This is an optimization exercise on Yosys and OpenROAD, whose aim is a short achievable clock period and few clock cycles per item, not a production implementation.
The RTL of this run was laid out without a check of its function.
Power is estimated from default activity; no workload was simulated.

==> design.v <==
module repacketizer
  #( parameter MAXPACKET = 16,
     parameter DEST_PORT_NUMBER = 8'hdd,
     parameter SRC_PORT_NUMBER = 8'hee,
     parameter NAGLE_COUNTER = 16'h40 )
  ( CLK, RESET,
    dataFifoData, dataFifoDataEnable,
    sizeFifoData, sizeFifoDataEnable, sizeFifoDataEmpty,
    packetout, packetoutValid );
   input             CLK;
   input             RESET;
   input [7:0]       dataFifoData;
   output reg        dataFifoDataEnable;
   input [7:0]       sizeFifoData;
   output reg        sizeFifoDataEnable;
   input             sizeFifoDataEmpty;
   output [7:0]      packetout;
   output            packetoutValid;
   reg        rst;          
   reg [7:0]  ns;           
   reg        nsv;          
   reg [5:0]  ecnt;         
   reg [7:0]  din;          
   reg        dvalid;       
   reg [3:0]  dcnt;         
   reg        st_next, st_plan, st_hdr, st_data, st_wait;
   reg [7:0]  rem;          
   reg [7:0]  totlen;
   reg [4:0]  pieceno;
   reg [7:0]  seqno;        
   reg [4:0]  used;         
   reg [3:0]  space;        
   reg [3:0]  tl;           
   reg [15:0] wpos;         
   reg [7:0]  B [0:15];
   reg [7:0]  O [0:19];
   reg [19:0] V;
   reg        load;         
   reg        ld1, ld2, ld3;
   reg [7:0]  s1 [0:7];
   reg [7:0]  s2 [0:3];
   reg [7:0]  s3 [0:1];
   assign packetout = O[0];
   assign packetoutValid = V[0];
   wire [3:0] tl_new = (rem[7:4] == 4'd0 && rem[3:0] < space) ? rem[3:0] : space;
   wire       ns_take = st_next && (rem == 8'd0) && nsv;
   wire       piece_end = st_data && dvalid && !dataFifoDataEnable;
   wire       full = used[4] || used[3:2] == 2'b11;
   wire       flush = st_next && rem == 8'd0 && !nsv && used != 5'd0 &&
                      ecnt[5] && !V[0];
   wire       go_wait = (piece_end && full) || flush;
   integer i;
   always @(posedge CLK)
     rst <= RESET;
   always @(posedge CLK) begin
      if (rst) begin
         sizeFifoDataEnable <= 1'b0;
         nsv <= 1'b0;
         ecnt <= 6'd0;
      end else begin
         sizeFifoDataEnable <= !sizeFifoDataEmpty && !sizeFifoDataEnable &&
                               (!nsv || ns_take);
         if (sizeFifoDataEnable)
           nsv <= 1'b1;
         else if (ns_take)
           nsv <= 1'b0;
         if (!sizeFifoDataEmpty)
           ecnt <= 6'd0;
         else if (!ecnt[5])
           ecnt <= ecnt + 6'd1;
      end
      if (sizeFifoDataEnable)
        ns <= sizeFifoData;
   end
   always @(posedge CLK) begin
      din <= dataFifoData;
      if (rst) begin
         dataFifoDataEnable <= 1'b0;
         dvalid <= 1'b0;
         dcnt <= 4'd0;
      end else begin
         dvalid <= dataFifoDataEnable;
         if (st_plan) begin
            dataFifoDataEnable <= 1'b1;
            dcnt <= tl_new;
         end else if (dataFifoDataEnable) begin
            dataFifoDataEnable <= (dcnt != 4'd1);
            dcnt <= dcnt - 4'd1;
         end
      end
   end
   always @(posedge CLK) begin
      if (rst) begin
         st_next <= 1'b1;
         st_plan <= 1'b0;
         st_hdr <= 1'b0;
         st_data <= 1'b0;
         st_wait <= 1'b0;
         load <= 1'b0;
         rem <= 8'd0;
         used <= 5'd0;
         space <= 4'd12;
         seqno <= 8'd0;
         wpos <= 16'd1;
         for (i = 0; i < 16; i = i + 1) B[i] <= 8'd0;
      end else begin
         load <= !V[1] && !load && ((st_wait && V[0]) || go_wait);
         if (st_next) begin
            if (rem != 8'd0 || nsv) begin
               st_next <= 1'b0;
               st_plan <= 1'b1;
            end else if (flush) begin
               st_next <= 1'b0;
               st_wait <= 1'b1;
            end
            if (ns_take) begin
               rem <= ns;
               totlen <= ns;
               pieceno <= 5'd0;
            end
         end
         if (st_plan) begin
            tl <= tl_new;
            st_plan <= 1'b0;
            st_hdr <= 1'b1;
         end
         if (st_hdr) begin
            for (i = 0; i < 16; i = i + 1) begin
               if (wpos[i]) B[i] <= totlen;
               if (i >= 1 && wpos[(i+15)%16]) B[i] <= {4'd0, tl};
               if (i >= 2 && wpos[(i+14)%16]) B[i] <= {3'd0, pieceno};
               if (i >= 3 && wpos[(i+13)%16]) B[i] <= seqno;
            end
            wpos <= wpos << 4;
            used <= used + 5'd4 + {1'b0, tl};
            space <= space - 4'd4 - tl;
            rem <= rem - {4'd0, tl};
            pieceno <= pieceno + 5'd1;
            st_hdr <= 1'b0;
            st_data <= 1'b1;
         end
         if (st_data && dvalid) begin
            for (i = 0; i < 16; i = i + 1)
              if (wpos[i]) B[i] <= din;
            wpos <= wpos << 1;
            if (!dataFifoDataEnable) begin
               st_data <= 1'b0;
               if (full)
                 st_wait <= 1'b1;
               else
                 st_next <= 1'b1;
            end
         end
         if (load) begin
            for (i = 0; i < 16; i = i + 1) B[i] <= 8'd0;
            wpos <= 16'd1;
            used <= 5'd0;
            space <= 4'd12;
            seqno <= seqno + 8'd1;
            st_wait <= 1'b0;
            st_next <= 1'b1;
         end
      end
   end
   always @(posedge CLK) begin
      for (i = 0; i < 8; i = i + 1) s1[i] <= B[2*i] + B[2*i+1];
      for (i = 0; i < 4; i = i + 1) s2[i] <= s1[2*i] + s1[2*i+1];
      for (i = 0; i < 2; i = i + 1) s3[i] <= s2[2*i] + s2[2*i+1];
   end
   always @(posedge CLK) begin
      if (rst) begin
         V <= 20'd0;
         ld1 <= 1'b0;
         ld2 <= 1'b0;
         ld3 <= 1'b0;
         for (i = 0; i < 20; i = i + 1) O[i] <= 8'd0;
      end else begin
         ld1 <= load;
         ld2 <= ld1;
         ld3 <= ld2;
         if (load) begin
            O[0] <= DEST_PORT_NUMBER;
            O[1] <= SRC_PORT_NUMBER;
            O[2] <= {3'd0, used};
            O[3] <= 8'd0;
            for (i = 0; i < 16; i = i + 1) O[4+i] <= B[i];
            for (i = 0; i < 20; i = i + 1) V[i] <= (i < used + 4);
         end else begin
            for (i = 0; i < 19; i = i + 1) O[i] <= O[i+1];
            O[19] <= 8'd0;
            if (ld3) O[0] <= s3[0] + s3[1];
            V <= {1'b0, V[19:1]};
         end
      end
   end
endmodule
==> run.sh <==
#!/bin/bash
# synth_recipe.tcl (not shown) runs the flow's synth.tcl, then flattens the netlist and writes it again
# the make line also repeats each setting of config.mk as NAME=value (left out here)
make -C /OpenROAD-flow-scripts/flow DESIGN_CONFIG=/design/flow/config.mk WORK_HOME=/design/flow/orfs CLKGATE_MAP_FILE= SYNTH_SCRIPT=/design/flow/synth_recipe.tcl finish
==> config.mk <==
export PLATFORM = sky130hd
export DESIGN_NAME = repacketizer
export DESIGN_NICKNAME = repacketizer
export VERILOG_FILES = /design/flow/design.v
export SDC_FILE = /design/flow/constraint.sdc
export NUM_CORES = 4
export LEC_CHECK = 0
export CAP_MARGIN = 20
export CORE_MARGIN = 10
export CORE_UTILIZATION = 40
export SETUP_SLACK_MARGIN = 3.3
export SLEW_MARGIN = 20
==> constraint.sdc <==
create_clock -name core_clock -period 5.0 [get_ports {CLK}]
set_input_delay 1.0000 -clock core_clock [delete_from_list [all_inputs] [get_ports {CLK}]]
set_output_delay 1.0000 -clock core_clock [all_outputs]
set_load 0.01 [all_outputs]
==> key figures <==
Outcome
  • Status: timing/DRC/antenna clean

Synthesis
  • Post-synthesis cell type count: 75
  • Area share of the largest cell type after synthesis: 0.384
  • Most common cell in the netlist: dfxtp_1
  • Yosys warns: 6
  • Synth Cell Area: 25,700 um2
  • Cells after Synth: 2,878
  • #FFs+latches synth: 518
  • Area contributors post-synth: dfxtp_1 (38%), mux2i_1 (7.0%), ha_1 (6.6%)
  • Ys async rst share: 0
  • Avg Synthesized Cell Area: 8.93 um2
  • Part of the Yosys area used for sequential elements: 0.413
  • Area leader, netlist: dfxtp_1
  • Post-Syn Nets: 3,050
  • Commonest cells in the netlist: dfxtp_1 (493), nor2_1 (332), a21oi_1 (202), nand2_1 (201), o21ai_0 (181)
  • EDFF count, synth: 25
  • Post-synth top flop: dfxtp_1

Floorplan
  • Die Width: 273 um
  • Rows: 92
  • I/O Pins: 30
  • Die area: 74,800 um2
  • Core area: 63,300 um2
  • Height of the die: 273 um
  • Initial Util: 0.406

Timing
  • Unrepaired setup endpoints after global routing: true
  • Final Skew: 17.8 ps
  • Final hold vios: 0
  • Setup TNS: 0 ps
  • Setup slack after layout: 2910 ps
  • Fin. max-slew vios: 0
  • Period utilization: 0.419
  • Worst hold slack: 424 ps
  • Final setup fails: 0
  • Min cycle time layout: 2090 ps
  • Slew Limit Headroom: 0.185
  • F_max: 477 MHz
  • Worst-margin pin slew: 1220 ps

CTS
  • Buffer depth of the longest clock path: 3
  • TritonCTS clock tree: built
  • Clk slew on worst S/H paths: 60 ps
  • Root buffer cell: clkbuf_16
  • H-Tree Depth: 2
  • Clock Sinks: 518
  • Clk Latency, worst-skew pair: 630 ps
  • Number of buffers created by CTS: 56
  • Hold_buf cts: 0

Worst setup path
  • CP Data Arrival Time: 1090 ps
  • Largest stage delay, worst path: 360 ps
  • Crit-path cells: buf_6
  • CP max stage cell: dfxtp_4
  • CP max FO: 2
  • Critical Path RT: 4000 ps
  • CP Class: flip-flop to output port
  • CP Capture Type: output port
  • Startpoint type of the worst setup path: flip-flop
  • Critical path's top delay family: flip-flops
  • Crit path buffers/inverters: 1

Detailed routing
  • First DRT Iteration DRCs: 2,380
  • DRC violations left: 0
  • Final wirelength: 91,700 um
  • Post-route ant nets: 0
  • Vias: 23,200
  • Wire length per cell: 23.6 um
  • Vias per cell: 5.95
  • DR pass1 iterations: 8

Placed design
  • Port bufs: 29
  • Detailed Place HPWL: 54,300 um
  • Placed instance area: 26,800 um2
  • GPL Wtd Cong: 0.891
  • Pre-CTS setup slack: 2280 ps
  • Placed cell count: 3,573

Power
  • Max VDD drop: 281 uV
  • Comb pwr share: 0.251
  • Pwr dens: 379 nW/um2
  • Switching share of total power: 0.312
  • Pwr Total: 12.5 mW
  • Sequential power share: 0.403
  • Clk pwr share: 0.346
  • Psw: 3.91 mW
  • Pleak: 12.3 nW
  • Internal power: 8.60 mW

Final layout
  • Layout cells sized above 1: 0.277
  • Layout area overhead: 28.4%
  • Fin nets: 3,174
  • Final core utilization: 0.521
  • Finished Cell Area: 33,000 um2
  • Layout Cells excl Fill: 3,893
  • FILL cells: 5,598
  • Diodes inserted: 0

Global route
  • Initial antenna violation count: 2
  • Largest net degree at the start of global routing: 112
  • First-pass GRT wire length: 134,000 um
  • Vias in the first global route: 22,000
  • Grt total ovfl: 0
  • Gr usage total: 0.229

Job
  • Max_cap viols: 0

Min path
  • Hold Path Class: flip-flop to flip-flop
-- power by group through the flow --
stage / clock network (mW) / logic, mW / registers [mW]
detailed placement: 0 / 2.26 / 5.12
global route: 4.55 / 3.39 / 5.07
CTS: 4.37 / 2.86 / 5.01
finish: 4.32 / 3.14 / 5.04
global placement: 0 / 2.20 / 5.11
floorplan: 0 / 1.74 / 4.85
-- cell type report --
cell class | count | area [um2] | area share
tap | 846 | 1060 | 0.0321
inverter | 142 | 592 | 0.0179
multi-input combinational | 2014 | 15600 | 0.474
clock inverter | 23 | 265 | 0.00804
sequential | 518 | 10900 | 0.331
clock buffer | 80 | 1650 | 0.0501
timing repair buffer | 270 | 2860 | 0.0865
-- sequential cells by signal, summed over array words and instances (netlist names), 5 cells and up --
signal,flops
ecnt,6
wpos,16
s3,16
V,20
seqno,8
din,8
pieceno,5
s1,64
B,128
ns,8
O,160
rem,8
used,5
totlen,8
s2,32
-- cells by family (layout without fill, tap and decap cells) --
kind of cell / Yosys count / after routing / share of synthesized area
muxes: 224 / 224 / 0.0897
xor gates and xnor gates: 97 / 97 / 0.0331
and+or+nand+nor: 776 / 779 / 0.137
DFF: 518 / 518 / 0.413
buffers and inverters: 349 / 515 / 0.0537
adders and majority gates: 153 / 153 / 0.0798
AOI/OAI and AO/OA: 761 / 761 / 0.193
-- worst paths after layout --
check                                startpoint                     to  slack (ps)  depth (start not counted)
hold / removal               O[4][1]$_SDFF_PP0_     O[3][1]$_SDFF_PP0_         420                          1
setup / recovery  sizeFifoDataEnable$_SDFF_PP0_     sizeFifoDataEnable        2910                          1
hold reg to reg              O[4][1]$_SDFF_PP0_     O[3][1]$_SDFF_PP0_         420                          1
setup reg to reg                tl[2]$_DFFE_PP_  space[3]$_SDFFE_PP1P_        2970                          8
-- per-layer routing --
metal | global-route usage | up-vias | part of all wire
li1 | - | 10500 | -
met1 | 0.301 | 11100 | 0.41
met2 | 0.346 | 1281 | 0.43
met3 | 0.0433 | 303 | 0.093
met4 | 0.129 | 0 | 0.065
met5 | 0 | - | 0
-- cells in the final DEF (no fill, tap or decap), types with 26 or more instances in the layout --
| cell type | count |
|---|---|
| dfxtp_4 | 60 |
| o211ai_1 | 35 |
| nor2_1 | 314 |
| inv_1 | 115 |
| a21oi_1 | 183 |
| a221oi_1 | 26 |
| dfxtp_1 | 362 |
| and2_1 | 29 |
| buf_12 | 27 |
| mux2_2 | 41 |
| buf_6 | 41 |
| buf_4 | 160 |
| a22oi_1 | 54 |
| o22ai_1 | 26 |
| dfxtp_2 | 71 |
| ha_1 | 70 |
| clkbuf_16 | 65 |
| o21ai_0 | 146 |
| nand2_1 | 178 |
| nand3_1 | 42 |
| xnor2_1 | 72 |
| ha_4 | 60 |
| mux2i_1 | 178 |
-- what timing repair did --
item	in CTS	in global routing
gates cloned	4	9
hold endpoints to repair	0	0
pin swaps	105	129
setup buffers	145	59
gates resized for setup	398	252
setup endpoints to repair	390	204

## separate check: timing with driven ports
No port has a modelled driver above. Below, the same layout with a new extraction and two added sets of constraints. Step 1: set_driving_cell puts a clkbuf_16 on CLK and a buf_2 on each other input, an assumption about the parent block. Step 2 moves the port delays by t, midway between the first and last clock arrival at a register: inputs arrive t later, outputs are due t later. That takes back most of the time a late clock gives input paths. Three values: ideal ports, drivers, drivers and shift; two values: the first two.
t, ns: 0.678
setup WS [ns]: 2.905 / 2.849 / 2.971
worst data-port slew with drivers (ns): 0.04
cell pins on the clock port's net: 1
After both steps this run still meets setup and hold. The setup slack of this run moves by -0.056 ns with the drivers and by +0.066 ns with both steps.
